From an optimization exercise on the open Yosys and OpenROAD flow, aimed at small area; shortcuts taken in it are not production practice. Where RTL was checked, it was by simulation tests only, not by an equivalence proof against the original. The flow treats the clock pin as an ideal source. Dropping or thinning the clock tree relies on that and would not hold on a real chip. No activity file was given, so power comes from the tool's default toggle rates.

==> flow/design.v (excerpt) <==
module elevator_controller_top(
    input wire clk,
    input wire rst,
    input wire call_up_0,
    input wire call_up_1,
    input wire call_down_1,
    input wire call_down_2,
    input wire select_floor_0,
    input wire select_floor_1,
    input wire select_floor_2,
    output reg [1:0] current_floor,
    output wire door_open,
    output wire moving_up,
    output wire moving_down
);
Size: about 200 cells after synthesis, ~53 flip-flops, about 14 I/O pins.
export LEC_CHECK = 0
export CAP_MARGIN = 20
export CORE_MARGIN = 2
export CORE_UTILIZATION = 40
export SLEW_MARGIN = 20
create_clock -name core_clock -period 10.0 [get_ports {clk}]
run.sh (not shown) runs the stock make flow with config.mk's settings and CLKGATE_MAP_FILE= SYNTH_SCRIPT=/design/flow/synth_recipe.tcl, a recipe that flattens the netlist after the stock synthesis.
Edit:
==> flow/flow/run.sh (new file) <==
#!/bin/bash
# The standard layout (standard.sh), with three changes that only make it smaller:
# - synthesis maps the logic with an area-oriented ABC script (flow/area.abc);
# - the port buffers are sky130_fd_sc_hd__buf_1;
# - clock tree synthesis uses clkbuf_8 buffers without dummy loads.
set -euo pipefail
W=$(pwd)
export FLOW_ABC_SCRIPT=$W/flow/area.abc
bash standard.sh \
  SYNTH_SCRIPT=$W/flow/synth.tcl \
  BUFFER_PORTS_ARGS="-buffer_cell sky130_fd_sc_hd__buf_1" \
  CTS_ARGS="-sink_clustering_enable -repair_clock_nets -buf_list sky130_fd_sc_hd__clkbuf_8 -root_buf sky130_fd_sc_hd__clkbuf_8 -sink_clustering_size 60 -sink_clustering_max_diameter 300 -dont_use_dummy_load" \
  finish > $W/standard.log 2>&1
==> flow/flow/area.abc (new file) <==
&get -n
&st
&syn2
&dch -f
&nf -R 1000
&put
topo
dnsize
==> flow/flow/synth.tcl (new file) <==
# The standard synthesis (synth_recipe.tcl), with ABC's technology mapping run from
# this flow's area-oriented script instead of ORFS's speed script. Registers are mapped
# before ABC runs, so they come out the same as in the standard synthesis.
proc synth {args} { yosys synth -nofsm -noshare {*}$args }
proc abc {args} {
  set i [lsearch -exact $args -script]
  if { $i >= 0 } {
    lset args [expr { $i + 1 }] $::env(FLOW_ABC_SCRIPT)
  }
  yosys abc {*}$args
}
source $::env(SCRIPTS_DIR)/synth.tcl
# left out here: clear keep_hierarchy, flatten, clean up, hide names made inside functions, write 1_2_yosys.v
==> flow/standard.sh (new file) <==
#!/bin/bash
# synth_recipe.tcl (not shown) runs the flow's synth.tcl, then flattens the netlist and writes it again
# the make line also repeats each setting of config.mk as NAME=value (left out here)
make -C /OpenROAD-flow-scripts/flow DESIGN_CONFIG=/design/flow/config.mk WORK_HOME=/design/flow/orfs CLKGATE_MAP_FILE= SYNTH_SCRIPT=/design/flow/synth_recipe.tcl "${@:-finish}"
Settings changed: CORE_UTILIZATION 40 to 70, PLACE_DENSITY set to 0.9.
removed: flow/run.sh
=> The changed run completed without violations; first-iteration DRC count grows by 63%; die area went down by 45%; final cell count decreases by 16%; global-route usage rises by 12 points; synthesized area came out lower by 7.8%; count of clock-buffer cells in the layout falls by 3; synthesized cell count goes down by 6.9%; register-to-register slack got worse by 0.45 ns.
Edit:
Settings changed: CORE_UTILIZATION 70 to 40, PLACE_DENSITY 0.9 to not set.
What happened: Critical path depth is unchanged. Register-to-register slack improves by 0.08 ns. Sequential power is about the same. Via count goes down by a little under a tenth. Power is about the same. Global-route usage fell by 12 points. Worst setup slack improved by 0.017 ns. Fmax grows slightly. Final cell count rose by about a fifth.

---

== lagoon ==
The RTL this note starts from:
==> flow/design.v <==
module elevator_controller_top(
    input wire clk,
    input wire rst,
    input wire call_up_0,
    input wire call_up_1,
    input wire call_down_1,
    input wire call_down_2,
    input wire select_floor_0,
    input wire select_floor_1,
    input wire select_floor_2,
    output reg [1:0] current_floor,
    output wire door_open,
    output wire moving_up,
    output wire moving_down
);
    reg moving;
    reg sx;
    reg [15:0] mc;              
    reg [2:0] req;
    reg passenger_inside;
    reg [1:0] pd;               
    reg [1:0] target;           
    reg blinking;
    reg door_q;
    reg [8:0] bc;               
    reg [12:0] dt;              
    assign moving_up = moving & sx;
    assign moving_down = moving & ~sx;
    assign door_open = door_q;
    wire floor_reached = ~moving & sx;
    wire idle = ~moving & ~sx;
    wire return_to_zero = ~passenger_inside & pd[0];
    localparam [8:0] BC_SEED = 9'h1fd;
    localparam [8:0] BC_M500 = 9'hef, BC_T500 = 9'hef;   
    localparam [12:0] DT_SEED = 13'h9b7;
    localparam [12:0] DT_M5000 = 13'h17ce, DT_T5000 = 13'h34c;   
    localparam [15:0] MC_SEED = 16'h676b;
    localparam [15:0] MC_M30000 = 16'h5fef, MC_T30000 = 16'h1de5;   
    localparam [15:0] MC_M50000 = 16'hf5fa, MC_T50000 = 16'hf5fa;   
    localparam [15:0] MC_POL = 16'haaaa;
    localparam [12:0] DT_POL = 13'h0aaa;
    wire [15:0] mcs = mc ^ MC_POL;      
    wire [12:0] dts = dt ^ DT_POL;
    wire [8:0] bcs = bc ^ BC_SEED;
    wire move_done = (mcs & MC_M30000) == MC_T30000;
    wire stop_done = (mcs & MC_M50000) == MC_T50000;
    wire blink_wrap = (bcs & BC_M500) == BC_T500;
    wire window_end = (dts & DT_M5000) == DT_T5000;
    wire [15:0] mc_step = {mcs[14:0], ~(mcs[15] ^ mcs[6])};
    wire [8:0] bc_step = {bcs[7:0], ~(bcs[8] ^ bcs[3])};
    wire [12:0] dt_step = {dts[11:0], ~(dts[12] ^ dts[2])};
    wire [1:0] cf = current_floor;
    wire req_here = (~cf[1] & ~cf[0] & req[0]) | (cf[0] & req[1]) | (cf[1] & req[2]);
    wire any_req = |req;
    wire [1:0] next_floor = {sx & cf[0], sx ? ~cf[0] : cf[1]};
    wire pass_on = (sx & ~cf[0] & ~cf[1] & target[1]) |
                   (~sx & cf[1] & ~target[1] & ~target[0]);
    wire arrive = !((sx & cf[0] & ~target[1] & ~target[0]) |
                    (~sx & cf[0] & target[1])) & !pass_on;
    wire go_up = target[1] ? ~cf[1] : (target[0] & ~cf[1] & ~cf[0]);
    always @(posedge clk) begin
        if (idle || (moving && move_done))
            mc <= MC_SEED ^ MC_POL;
        else
            mc <= mc_step ^ MC_POL;
    end
    always @(posedge clk or posedge rst) begin
        if (rst) begin
            current_floor <= 2'd0;
            moving <= 1'b0;
            sx <= 1'b0;
        end else if (moving) begin
            if (move_done) begin
                current_floor <= next_floor;
                if (arrive) begin
                    moving <= 1'b0;
                    sx <= 1'b1;
                end else if (!pass_on) begin
                    moving <= 1'b0;
                    sx <= 1'b0;
                end
            end
        end else if (sx) begin
            if (stop_done)
                sx <= 1'b0;
        end else begin
            if (req_here) begin
                sx <= 1'b1;
            end else if (any_req && target != cf) begin
                moving <= 1'b1;
                sx <= go_up;
            end
        end
    end
    wire accept = !passenger_inside && !pd[0];
    wire any_sel = select_floor_0 || select_floor_1 || select_floor_2;
    wire drop = floor_reached && passenger_inside && cf == pd;
    always @(posedge clk or posedge rst) begin
        if (rst) begin
            req <= 3'b000;
            passenger_inside <= 1'b0;
            pd[0] <= 1'b0;
        end else begin
            if (floor_reached) begin
                case (cf)
                    2'd0: req[0] <= 1'b0;
                    2'd1: req[1] <= 1'b0;
                    2'd2: req[2] <= 1'b0;
                    default: ;
                endcase
            end
            if (drop) begin
                passenger_inside <= 1'b0;
                pd[0] <= cf != 2'd0;
            end else if (floor_reached && return_to_zero && cf == 2'd0)
                pd[0] <= 1'b0;
            if (return_to_zero && !floor_reached)
                req[0] <= 1'b1;
            if (accept) begin
                if (call_up_0 || select_floor_0) req[0] <= 1'b1;
                if (call_up_1 || call_down_1 || select_floor_1) req[1] <= 1'b1;
                if (call_down_2 || select_floor_2) req[2] <= 1'b1;
                if (any_sel) begin
                    passenger_inside <= 1'b1;
                    pd[0] <= !select_floor_2 && select_floor_1;
                end
            end
        end
    end
    always @(posedge clk) begin
        if (accept && any_sel)
            pd[1] <= select_floor_2;
        if (return_to_zero)
            target <= 2'd0;
        else if (passenger_inside)
            target <= pd;
        else if (any_req) begin
            if (req_here)
                target <= cf;
            else if (cf == 2'd0)
                target <= req[1] ? 2'd1 : 2'd2;
            else if (cf == 2'd1)
                target <= req[0] ? 2'd0 : 2'd2;
            else
                target <= req[1] ? 2'd1 : 2'd0;
        end else
            target <= cf;
    end
    always @(posedge clk) begin
        if (blinking)
            dt <= dt_step ^ DT_POL;
        else
            dt <= DT_SEED ^ DT_POL;
    end
    always @(posedge clk or posedge rst) begin
        if (rst) begin
            blinking <= 1'b0;
            door_q <= 1'b0;
            bc <= 9'd0;
        end else begin
            if (blinking)
                bc <= blink_wrap ? 9'd0 : bc_step ^ BC_SEED;
            if (blinking) begin
                if (window_end) begin
                    blinking <= 1'b0;
                    door_q <= 1'b0;
                end else if (blink_wrap)
                    door_q <= !door_q;
            end else if (floor_reached)
                blinking <= 1'b1;
        end
    end
endmodule
clock: 10.0 ns
lec_check: 0
cap_margin: 20
core_margin: 2
core_utilization: 40
slew_margin: 20
standard.sh (not shown) runs the stock make flow with config.mk's settings and CLKGATE_MAP_FILE= SYNTH_SCRIPT=/design/flow/synth_recipe.tcl, a recipe that flattens the netlist after the stock synthesis.
==> flow/flow/run.sh <==
#!/bin/bash
# The standard layout (standard.sh), with four changes that only make it smaller:
# - synthesis maps the logic with an area-oriented ABC script (flow/area.abc);
# - the port buffers are sky130_fd_sc_hd__buf_1;
# - clock tree synthesis uses clkbuf_8 buffers without dummy loads;
# - the clock tree's root buffer, which drives only the leaf buffers, is a clkbuf_2
#   (flow/post_cts.tcl).
set -euo pipefail
W=$(pwd)
export FLOW_ABC_SCRIPT=$W/flow/area.abc
bash standard.sh \
  SYNTH_SCRIPT=$W/flow/synth.tcl \
  BUFFER_PORTS_ARGS="-buffer_cell sky130_fd_sc_hd__buf_1" \
  CTS_ARGS="-sink_clustering_enable -repair_clock_nets -buf_list sky130_fd_sc_hd__clkbuf_8 -root_buf sky130_fd_sc_hd__clkbuf_8 -sink_clustering_size 60 -sink_clustering_max_diameter 300 -dont_use_dummy_load" \
  POST_CTS_TCL=$W/flow/post_cts.tcl \
  finish > $W/standard.log 2>&1
==> flow/flow/area.abc <==
&get -n
&st
&syn2
&dch -f
&nf -R 1000
&put
topo
dnsize
==> flow/flow/post_cts.tcl <==
# The clock tree's root buffer drives only the leaf clock buffers, so a small
# buffer is enough there: resize every clock buffer whose loads are all clock buffers.
foreach inst [get_cells -filter "ref_name =~ sky130_fd_sc_hd__clkbuf_*"] {
  set out [get_pins -of_objects $inst -filter "direction == output"]
  set loads [get_pins -of_objects [get_nets -of_objects $out] -filter "direction == input"]
  set all_bufs 1
  foreach p $loads {
    if { ![string match "sky130_fd_sc_hd__clkbuf_*" [get_property [get_cells -of_objects $p] ref_name]] } {
      set all_bufs 0
    }
  }
  if { $all_bufs && [llength $loads] > 0 } {
    puts "post_cts: [get_property $inst name] -> sky130_fd_sc_hd__clkbuf_2"
    replace_cell $inst sky130_fd_sc_hd__clkbuf_2
  }
}
estimate_parasitics -placement
==> flow/flow/synth.tcl <==
# The standard synthesis (synth_recipe.tcl), with ABC's technology mapping run from
# this flow's area-oriented script instead of ORFS's speed script. Registers are mapped
# before ABC runs, so they come out the same as in the standard synthesis.
proc synth {args} { yosys synth -nofsm -noshare {*}$args }
proc abc {args} {
  set i [lsearch -exact $args -script]
  if { $i >= 0 } {
    lset args [expr { $i + 1 }] $::env(FLOW_ABC_SCRIPT)
  }
  yosys abc {*}$args
}
source $::env(SCRIPTS_DIR)/synth.tcl
# left out here: clear keep_hierarchy, flatten, clean up, hide names made inside functions, write 1_2_yosys.v
Looking at the reports, lagoon completed the entire flow and the layout it produced met the timing, DRC and antenna checks.
--- input diff lagoon..pepper ---
==> flow/flow/area.abc <==
&get -n
&st
&syn2
&dc2
&dch -f
&nf -R 1000
&put
topo
dnsize
[summary]
Timing, DRC, antenna: 0 failures across lagoon and pepper. lagoon was larger in final cell area than pepper. Floorplan check, pepper vs lagoon: die outline smaller in pepper. In pepper, combined area of the multi-input logic cells is lower than in lagoon.
diff inputs: pepper => indigo
-- flow/flow/area.abc --
<<< pepper, line 8
topo
dnsize
>>> indigo, line 8
topo
dnsize
strash
&get -n
&st
&syn2
&dc2
&dch -f
&nf -R 1000
&put
topo
dnsize
Results
- For the final clock period utilization by the worst path, indigo came in 0.47 points higher than pepper did.
- Going from pepper to indigo, power comparable; overall routed net length now smaller.
- Achievable clock frequency: lower on indigo
- indigo vs pepper, synthesized area went down by about 0.6%.
- The growth of design area from synthesis to finish was comparable across indigo and pepper.
For zinc, these inputs were changed with respect to indigo:
==> flow/flow/run.sh <==
#!/bin/bash
# The standard layout (standard.sh), with three changes that only make it smaller:
# - synthesis maps the logic with an area-oriented ABC script (flow/area.abc);
# - the port buffers are sky130_fd_sc_hd__buf_1;
# - clock tree synthesis uses clkbuf_8 buffers without dummy loads.
set -euo pipefail
W=$(pwd)
export FLOW_ABC_SCRIPT=$W/flow/area.abc
bash standard.sh \
  SYNTH_SCRIPT=$W/flow/synth.tcl \
  BUFFER_PORTS_ARGS="-buffer_cell sky130_fd_sc_hd__buf_1" \
  CTS_ARGS="-sink_clustering_enable -repair_clock_nets -buf_list sky130_fd_sc_hd__clkbuf_8 -root_buf sky130_fd_sc_hd__clkbuf_8 -sink_clustering_size 60 -sink_clustering_max_diameter 300 -dont_use_dummy_load" \
  finish > $W/standard.log 2>&1
==> flow/flow/area.abc <==
&get -n
&st
&syn2
&dch -f
&nf -R 1000
&put
topo
dnsize
removed: flow/flow/post_cts.tcl
--- outcome ---
zinc finished end to end and its layout was clean on timing, DRC and antenna. Where setup slack after layout is concerned, indigo is outperformed by zinc. Measured against each other, zinc and indigo differ in area fraction of clock buffers and clock inverters, the lower figure coming from indigo. Effective utilization at floorplan: lower on indigo. zinc vs indigo — cell count rose 8.

---

Starts from the design.v that is shown in full above.
export LEC_CHECK = 0
export CAP_MARGIN = 20
export CORE_MARGIN = 2
export CORE_UTILIZATION = 40
export SLEW_MARGIN = 20
create_clock -name core_clock -period 10.0 [get_ports {clk}]
==> flow/flow/run.sh <==
#!/bin/bash
# The standard layout (standard.sh), with three changes that only make it smaller:
# - synthesis maps the logic with an area-oriented ABC script (flow/area.abc, run by
#   flow/synth.tcl, which is synth_recipe.tcl with only the ABC script changed);
# - the port buffers are sky130_fd_sc_hd__buf_1;
# - the clock tree is built by flow/manual_cts.tcl: three clkbuf_8 leaf buffers, each
#   driving a third of the registers, under one clkbuf_2 root buffer.
# Everything else, including the repair and routing steps, is standard.sh's.
set -euo pipefail
W=$(pwd)
export FLOW_ABC_SCRIPT=$W/flow/area.abc
export FLOW_CLOCK_LEAVES=3
export FLOW_CLOCK_LEAF_BUF=sky130_fd_sc_hd__clkbuf_8
export FLOW_CLOCK_ROOT_BUF=sky130_fd_sc_hd__clkbuf_2
bash standard.sh \
  SYNTH_SCRIPT=$W/flow/synth.tcl \
  BUFFER_PORTS_ARGS="-buffer_cell sky130_fd_sc_hd__buf_1" \
  PRE_CTS_TCL=$W/flow/manual_cts.tcl \
  finish > $W/standard.log 2>&1
==> flow/flow/area.abc <==
&get -n
&st
&syn2
&dc2
&dch -f
&nf -R 1000
&put
topo
dnsize
Scripts as last shown in full above: flow/flow/synth.tcl
Other scripts of this flow, unchanged in this note and not shown: flow/flow/manual_cts.tcl
Next try:
==> flow/flow/area.abc (replaced) <==
&get -n
&st
&syn2
&dc2
&dch -f
&nf -R 1000
&put
topo
dnsize
strash
&get -n
&st
&syn2
&dc2
&dch -f
&nf -R 1000
&put
topo
dnsize
Outcome:
- core utilization barely changes
- fmax came out lower by 2.0%
- worst setup slack degrades by 0.064 ns
In every run of this note, the design's own scripts or RTL, not TritonCTS, make the clock network.

---

main:
elevator_controller_top, a different RTL version from the one above (not shown whole).
For scale: roughly 200 cells after synthesis, roughly 2100 µm² of cells after synthesis.
Settings: LEC_CHECK=0, CAP_MARGIN=20, CORE_MARGIN=2, CORE_UTILIZATION=40, CTS_CLUSTER_DIAMETER=500, CTS_CLUSTER_SIZE=100, SLEW_MARGIN=20; clock period 10.0 ns.
run.sh (not shown) runs the stock make flow with config.mk's settings and CLKGATE_MAP_FILE= SYNTH_SCRIPT=/design/flow/synth_recipe.tcl, a recipe that flattens the netlist after the stock synthesis.
Stock flow here: none of the scripts above is used.
The flow did not stop early for main: all stages ran, and the layout cleared the timing, DRC and antenna checks.
Input-level comparison between the feature branch and main:
diff --git a/flow/config.mk b/flow/config.mk
--- a/flow/config.mk
+++ b/flow/config.mk
@@ -10,4 +10,2 @@
 export CORE_UTILIZATION = 40
-export CTS_CLUSTER_DIAMETER = 500
-export CTS_CLUSTER_SIZE = 100
 export SLEW_MARGIN = 20
Notes after the runs:
[compare] base=main new=the feature branch: maximum frequency has remained practically unchanged, H-tree depth reported by CTS held, maximum fanout along the worst path was more or less identical, hold-fix buffer count after cts has remained practically unchanged.
From the feature branch to main, hold slack did not move at all.
Looking at main and the feature branch, the via count is a wash.
main -> the feature branch: layout sequential cell count delta 0, exact match
Die area came out exactly the same in main and the feature branch.
Summary of the feature branch over main: number of buffers created by CTS now sits at about the same level; post-route worst setup slack now sits at about the same level; area growth from synthesis to final layout now sits at about the same level.
No functional check of the RTL was part of any run of this note.

-- afterwards: timing with drivers on the ports --
No port has a modelled driver above. Below, the same layouts with a new extraction and two added sets of constraints. Step 1, drivers: a clkbuf_16 drives clk and a buf_2 each remaining input, both assumed. Step 2, shift: input delay + t, output delay - t, t = (earliest + latest rising clock arrival at the registers) / 2. This alone moves slack from input paths to output paths. a / b / c = no drivers / after step 1 / after step 2; a / b = the first two.
run | t (ns) | setup slack, ns | clock arrival spread, ns
the first run of note 1 | 0.327 | 6.362 / 6.334 / 6.660 | 0.003 / 0.003
the second run of note 1 | 0.311 | 6.811 / 6.787 / 7.098 | 0.019 / 0.019
the third run of note 1 | 0.316 | 6.827 / 6.801 / 7.117 | 0.029 / 0.028
lagoon | 0.402 | 6.722 / 6.698 / 7.100 | 0.025 / 0.024
pepper | 0.397 | 6.757 / 6.733 / 7.130 | 0.020 / 0.020
indigo | 0.401 | 6.711 / 6.688 / 7.089 | 0.014 / 0.014
zinc | 0.324 | 6.796 / 6.770 / 7.093 | 0.025 / 0.025
the first run of note 3 | 0.375 | 6.776 / 6.753 / 7.128 | 0.014 / 0.014
the second run of note 3 | 0.383 | 6.712 / 6.687 / 7.070 | 0.018 / 0.018
main | 0.328 | 6.388 / 6.363 / 6.690 | 0.007 / 0.007
the feature branch | 0.328 | 6.388 / 6.363 / 6.690 | 0.007 / 0.007
After both steps setup and hold are still met in every run listed.
